Context: an optimization exercise on an open-source flow, tuned for small area and a short achievable clock period. The choices shown serve that exercise and are no tape-out recipe. At most, simulation tests tie the RTL to the original design; equivalence was not proved. Power is estimated from default activity; no workload was simulated.

xenon:
==> flow/design.v (excerpt) <==
module camera_to_axis (
    input          clk,
    input          rst,
    input          i_frame_start,
    input          i_data_valid,
    input  [23:0]  i_data,
    input  [11:0]  i_vres,
    input  [11:0]  i_hres,
    input          i_tready,
    output         o_tvalid,
    output         o_tlast,
    output         o_tuser,
    output [23:0]  o_tdata,
    output [15:0]  o_frames_skipped,
    output         o_pushback_detected
);
Settings: LEC_CHECK=0, CAP_MARGIN=0, CORE_MARGIN=2, CORE_UTILIZATION=45, CTS_CLUSTER_DIAMETER=60, CTS_CLUSTER_SIZE=30, PLACE_DENSITY=0.6, SETUP_SLACK_MARGIN=2.5, SLEW_MARGIN=0; clock period 5.0 ns.
run.sh (not shown) runs the stock make flow with config.mk's settings and CLKGATE_MAP_FILE= SYNTH_SCRIPT=/design/flow/synth_recipe.tcl, a recipe that flattens the netlist after the stock synthesis.
Changes in willow relative to xenon:
# xenon
export LEC_CHECK = 0
export CAP_MARGIN = 0
export CORE_MARGIN = 2
export CORE_UTILIZATION = 45
export CTS_CLUSTER_DIAMETER = 60
export CTS_CLUSTER_SIZE = 30
export PLACE_DENSITY = 0.6
export SETUP_SLACK_MARGIN = 2.5
export SLEW_MARGIN = 0
create_clock -name core_clock -period 5.0 [get_ports {clk}]
# willow
export LEC_CHECK = 0
export CAP_MARGIN = 20
export CORE_MARGIN = 2
export CORE_UTILIZATION = 45
export CTS_CLUSTER_DIAMETER = 60
export CTS_CLUSTER_SIZE = 30
export PLACE_DENSITY = 0.6
export SETUP_SLACK_MARGIN = 2.5
export SLEW_MARGIN = 20
create_clock -name core_clock -period 5.0 [get_ports {clk}]
--- outcome ---
willow and xenon all finish clean. From xenon to willow, total clock buffers created by CTS did not move at all. | maximum fanout along the worst path | lower: willow |. [compare] base=xenon new=willow: fraction of power consumed by the clock network stayed essentially flat, critical path depth rose by 1, final routed wirelength across all metal layers rose by 0.34%, worst hold slack across all endpoints stayed essentially flat. The setup slack of willow is larger than that of xenon. willow vs. xenon: power per unit of standard cell area flat; fmax climbed 4.8 MHz. Power essentially unchanged between xenon and willow.
No run of this note included a check of the RTL's function; only the layout flow was run.

---

build 30:
Another version of the RTL of camera_to_axis (not shown whole).
Size: about 1900 flip-flops, roughly 70000 um^2 of cells after synthesis.
## camera_to_axis
module camera_to_axis (
    input          clk,
    input          rst,
    input          i_frame_start,
    input          i_data_valid,
    input  [23:0]  i_data,
    input  [11:0]  i_vres,
    input  [11:0]  i_hres,
    input          i_tready,
    output         o_tvalid,
    output         o_tlast,
    output         o_tuser,
    output [23:0]  o_tdata,
    output [15:0]  o_frames_skipped,
    output         o_pushback_detected
);
clock: 5.0 ns
lec_check: 0
cap_margin: 20
core_margin: 2
core_utilization: 65
cts_cluster_diameter: 60
cts_cluster_size: 30
place_density: 0.8
setup_slack_margin: 2.5
slew_margin: 20
Relative to build 30, the following input files were edited for build 28:
- a change of SETUP_SLACK_MARGIN from 2.5 to 2.7
- a change of PLACE_DENSITY from 0.8 to 0.75
- a change of CORE_UTILIZATION from 65 to 60
==> summary.txt <==
In summary, build 28 completed successfully, with a layout that passed the timing, design-rule and antenna checks.
Build 30 has lower fraction of power consumed by the clock network than build 28.
Changes observed in build 28 relative to build 30: number of instances in the synthesized netlist comparable; post-route standard cell area excluding fillers rose by 4.8%; number of global-route vias before repair grew by about 4%; required time at the endpoint of the critical path decreased 1.58 ns; final worst slack has increased.
Diff build 30 -> build 28: via count saw an increase, number of logic stages on the critical path including buffering now smaller, non-clock buffer instance count of the final layout increased by 160 relative to the old numbers, fraction of the cycle the final worst path needs decreased by 1.0 points relative to the old numbers.
Setup changes, build 28 to build 41
- CORE_UTILIZATION changed from 60 to 65
- PLACE_DENSITY changed from 0.75 to 0.8
--- outcome ---
No crash in build 41: every stage finished, but the layout fails its final checks due to capacitance limit, slew limit.
Build 28 has higher buffering overhead than build 41.
Diff build 28 -> build 41 | via count | up by a few percent
Build 41 vs. build 28: leakage power of the design went up about 0.4%; combinational share of power level.
Build 28 and build 41 ended up with roughly the same post-route cell area.
Of the two candidates, build 28 has the worse wire length of the first global-routing pass and build 41 the better one.
> inputs changed (build 41 -> build 8)
- PLACE_DENSITY now 0.75, was 0.8
- SETUP_SLACK_MARGIN now 2.5, was 2.7
- CORE_UTILIZATION now 60, was 65
- Build 8 ran to completion and came out clean on the timing, design-rule and antenna checks.
- Delta (build 8 minus build 41): placeable core region rose by about 8%, proportion of cell area occupied by registers climbed 1.5 points, average wire per cell in the routed design decreased 11%, stage delay of the slowest cell on the critical path roughly the same, worst hold slack lower.

---

The RTL this note starts from:
==> flow/design.v <==
module Camera_To_AXIS_Converter (
    input             clk,
    input             rst,
    input             i_frame_start,
    input             i_data_valid,
    input      [23:0] i_data,
    input      [11:0] i_vres,
    input      [11:0] i_hres,
    input             i_tready,
    output            o_tvalid,
    output            o_tlast,
    output            o_tuser,
    output     [23:0] o_tdata,
    output reg [15:0] o_frames_skipped,
    output reg        o_pushback_detected
);
    reg        fs_d;         
    reg        dv_d0;
    reg        dv_fe, dv_re, fs_re;
    reg        q;            
    reg [11:0] v_count;
    reg        v_zero, v_one, v_max;    
    reg [23:0] data_d0;
    wire fs_rise = ~fs_d & i_frame_start;
    always @(posedge clk or posedge rst) begin
        if (rst) begin
            fs_d    <= 1'b0;
            dv_d0   <= 1'b0;
            dv_fe   <= 1'b0;
            dv_re   <= 1'b0;
            fs_re   <= 1'b0;
            q       <= 1'b1;
            v_count <= 12'd0;
            v_zero  <= 1'b1;
            v_one   <= 1'b0;
            v_max   <= 1'b0;
        end else begin
            fs_d  <= i_frame_start;
            dv_d0 <= i_data_valid;
            dv_fe <= dv_d0 & ~i_data_valid;
            dv_re <= ~dv_d0 & i_data_valid;
            fs_re <= fs_rise;
            if (fs_re)
                q <= 1'b1;
            else if (dv_re && v_one)
                q <= 1'b0;
            if (fs_rise) begin
                v_count <= 12'd0;
                v_zero  <= 1'b1;
                v_one   <= 1'b0;
                v_max   <= 1'b0;
            end else if (dv_fe) begin
                v_count <= v_count + 12'd1;
                v_zero  <= v_max;
                v_one   <= v_zero;
                v_max   <= v_count == 12'hffe;
            end
        end
    end
    always @(posedge clk)
        data_d0 <= i_data;
    reg r1, r2, r3;
    always @(posedge clk or posedge rst) begin
        if (rst) r1 <= 1'b1;
        else     r1 <= 1'b0;
    end
    always @(posedge clk) begin
        r2 <= r1;
        r3 <= r2;
    end
    reg [6:0] wr_ptr_ahead;
    reg [6:0] wr_ptr;
    reg [6:0] rd_ptr_d1;     
    reg [25:0] mem [0:63];
    wire full_next = (wr_ptr_ahead[6] != rd_ptr_d1[6]) & (wr_ptr_ahead[5:0] == rd_ptr_d1[5:0]);
    wire v_nz_inc  = dv_fe ? ~v_max : ~v_zero;
    wire wr_try    = ~full_next & ~r2 & dv_d0 & v_nz_inc;
    wire wr_now    = wr_try & ~fs_rise;
    always @(posedge clk or posedge rst) begin
        if (rst)     wr_ptr_ahead <= 7'd0;
        else if (r2) wr_ptr_ahead <= 7'd0;
        else         wr_ptr_ahead <= wr_ptr_ahead + {6'd0, wr_now};
    end
    always @(posedge clk) begin
        wr_ptr <= wr_ptr_ahead;
        if (wr_try)
            mem[wr_ptr_ahead[5:0]] <= {dv_re & q, dv_d0 & ~i_data_valid, data_d0};
    end
    reg [6:0]  rd_ptr;
    reg [6:0]  wr_ptr_d1, wr_ptr_d2;
    reg        tv0, tv1;
    reg [25:0] st0, st1;
    reg        skip_frame;
    reg        tvalid_q;
    wire empty = rd_ptr == wr_ptr_d2;
    wire ready = i_tready | skip_frame;
    wire ld1   = ready | ~tv1;
    wire ld0   = ld1 | ~tv0;
    wire rd_en = ld0 & ~empty & ~r3;
    reg  [7:0]  ev_lo, od_lo;
    reg  [3:0]  ev_hi, od_hi;
    reg  [25:0] pf_even, pf_odd;
    reg  [25:0] ev_grp [0:3];
    reg  [25:0] od_grp [0:3];
    reg  [25:0] ev_data, od_data;
    integer g, k;
    always @(*) begin
        for (g = 0; g < 4; g = g + 1) begin
            ev_grp[g] = 26'd0;
            od_grp[g] = 26'd0;
            for (k = 0; k < 8; k = k + 1) begin
                ev_grp[g] = ev_grp[g] | (mem[16*g+2*k]   & {26{ev_lo[k]}});
                od_grp[g] = od_grp[g] | (mem[16*g+2*k+1] & {26{od_lo[k]}});
            end
        end
        ev_data = 26'd0;
        od_data = 26'd0;
        for (g = 0; g < 4; g = g + 1) begin
            ev_data = ev_data | (ev_grp[g] & {26{ev_hi[g]}});
            od_data = od_data | (od_grp[g] & {26{od_hi[g]}});
        end
    end
    always @(posedge clk) begin
        pf_even <= ev_data;
        pf_odd  <= od_data;
    end
    wire tv1_next = rst ? 1'b0 : (ld1 ? tv0 : tv1);
    always @(posedge clk) begin
        if (rst) begin
            rd_ptr    <= 7'd0;
            ev_lo     <= 8'd1;
            ev_hi     <= 4'd1;
            od_lo     <= 8'd1;
            od_hi     <= 4'd1;
            rd_ptr_d1 <= 7'd0;
            wr_ptr_d1 <= 7'd0;
            wr_ptr_d2 <= 7'd0;
            tv0       <= 1'b0;
        end else begin
            rd_ptr    <= r3 ? 7'd0 : rd_ptr + {6'd0, rd_en};
            if (r3) begin
                ev_lo <= 8'd1;
                ev_hi <= 4'd1;
                od_lo <= 8'd1;
                od_hi <= 4'd1;
            end else if (rd_en) begin
                if (!rd_ptr[0]) begin
                    ev_lo <= {ev_lo[6:0], ev_lo[7]};
                    if (ev_lo[7]) ev_hi <= {ev_hi[2:0], ev_hi[3]};
                end else begin
                    od_lo <= {od_lo[6:0], od_lo[7]};
                    if (od_lo[7]) od_hi <= {od_hi[2:0], od_hi[3]};
                end
            end
            rd_ptr_d1 <= rd_ptr;
            wr_ptr_d1 <= wr_ptr;
            wr_ptr_d2 <= wr_ptr_d1;
            tv0       <= ~r3 & (~ld0 | ~empty);
        end
        tv1 <= tv1_next;
        if (ld1) st1 <= st0;
        if (ld0) st0 <= rd_ptr[0] ? pf_odd : pf_even;
    end
    reg [13:0] h_cnt1, v_cnt1;
    wire skip_set = tv1 & st1[25] & ~i_tready & ~skip_frame;
    wire skip_end = (h_cnt1 == {2'b00, i_hres}) & (v_cnt1 == {2'b00, i_vres});
    wire h_lt = (i_hres == 12'd0) | (h_cnt1 < {2'b00, i_hres});
    wire v_lt = (i_vres == 12'd0) | (v_cnt1 < {2'b00, i_vres});
    wire [13:0] h_inc = h_cnt1[13] ? 14'd1 : h_cnt1 + 14'd1;
    wire [13:0] v_inc = v_cnt1[13] ? 14'd1 : v_cnt1 + 14'd1;
    wire skip_next = rst ? 1'b0 : skip_set ? 1'b1 : skip_end ? 1'b0 : skip_frame;
    always @(posedge clk) begin
        skip_frame <= skip_next;
        tvalid_q   <= tv1_next & ~skip_next;
        if (rst) begin
            o_frames_skipped    <= 16'd0;
            o_pushback_detected <= 1'b0;
        end else if (skip_set) begin
            o_frames_skipped    <= o_frames_skipped + 16'd1;
            o_pushback_detected <= 1'b1;
        end
        if (rst || !skip_frame) begin
            h_cnt1 <= 14'd1;
            v_cnt1 <= 14'd1;
        end else if (tv1) begin
            if (h_lt) begin
                h_cnt1 <= h_inc;
            end else begin
                h_cnt1 <= 14'd1;
                v_cnt1 <= v_lt ? v_inc : 14'd1;
            end
        end
    end
    assign o_tvalid = tvalid_q;
    assign o_tdata  = st1[23:0];
    assign o_tlast  = st1[24];
    assign o_tuser  = st1[25];
endmodule
module camera_to_axis (
    input          clk,
    input          rst,
    input          i_frame_start,
    input          i_data_valid,
    input  [23:0]  i_data,
    input  [11:0]  i_vres,
    input  [11:0]  i_hres,
    input          i_tready,
    output         o_tvalid,
    output         o_tlast,
    output         o_tuser,
    output [23:0]  o_tdata,
    output [15:0]  o_frames_skipped,
    output         o_pushback_detected
);
    Camera_To_AXIS_Converter u_conv (
        .clk                 (clk),
        .rst                 (rst),
        .i_frame_start       (i_frame_start),
        .i_data_valid        (i_data_valid),
        .i_data              (i_data),
        .i_vres              (i_vres),
        .i_hres              (i_hres),
        .i_tready            (i_tready),
        .o_tvalid            (o_tvalid),
        .o_tlast             (o_tlast),
        .o_tuser             (o_tuser),
        .o_tdata             (o_tdata),
        .o_frames_skipped    (o_frames_skipped),
        .o_pushback_detected (o_pushback_detected)
    );
endmodule
export LEC_CHECK = 0
export CAP_MARGIN = 20
export CORE_MARGIN = 2
export CORE_UTILIZATION = 60
export CTS_CLUSTER_DIAMETER = 60
export CTS_CLUSTER_SIZE = 30
export PLACE_DENSITY = 0.75
export SETUP_SLACK_MARGIN = 2.7
export SLEW_MARGIN = 20
create_clock -name core_clock -period 5.0 [get_ports {clk}]
The starting point finished clean.
Edit:
- CORE_UTILIZATION: 60 -> 55
- PLACE_DENSITY: 0.75 -> 0.7
- SETUP_SLACK_MARGIN: 2.7 -> 2.5
- worst setup slack gets worse by 350 ps
- critical path depth went down by 6
- clock-buffer cell count went down by 7
- maximum frequency went down by 12%
- die area went up by 9.0%
- area after synthesis stays the same
- power went up by 1.7%
No functional check of the RTL was part of any run of this note.

## port drivers added, routing unchanged
The results above use ideal ports. As a check the final layouts listed here were re-extracted and re-timed, cells and wires unchanged. Step 1 (the two cells are an assumption about what drives the block):
set clk [get_ports {clk}]
set_driving_cell -lib_cell sky130_fd_sc_hd__clkbuf_16 $clk
set_driving_cell -lib_cell sky130_fd_sc_hd__buf_2 [delete_from_list [all_inputs] $clk]
Step 2 times the ports against the registers' clock, not the clock port: input delays grow and output delays shrink by t, the midpoint of the rising clock arrivals with the driver on. Slacks: ideal ports / drivers / drivers and shift; pairs: ideal ports / drivers.
run	shift t [ns]	setup WS [ns]	worst register clock-pin slew, ns
xenon	0.838	2.341 / 2.341 / 1.693	0.10 / 0.10
willow	0.840	2.374 / 2.374 / 1.688	0.10 / 0.10
build 30	0.800	2.478 / 2.433 / 1.764	0.11 / 0.11
build 28	0.812	2.528 / 2.455 / 1.905	0.10 / 0.10
build 41	0.820	2.457 / 2.451 / 1.987	0.12 / 0.12
build 8	0.804	2.414 / 2.414 / 1.784	0.10 / 0.10
the first run of note 3	0.802	2.500 / 2.478 / 1.932	0.12 / 0.12
the second run of note 3	0.821	2.152 / 2.152 / 1.762	0.11 / 0.11
The setup slack of build 30, which loses most, moves by -0.045 ns with the drivers and by -0.714 ns with both steps.
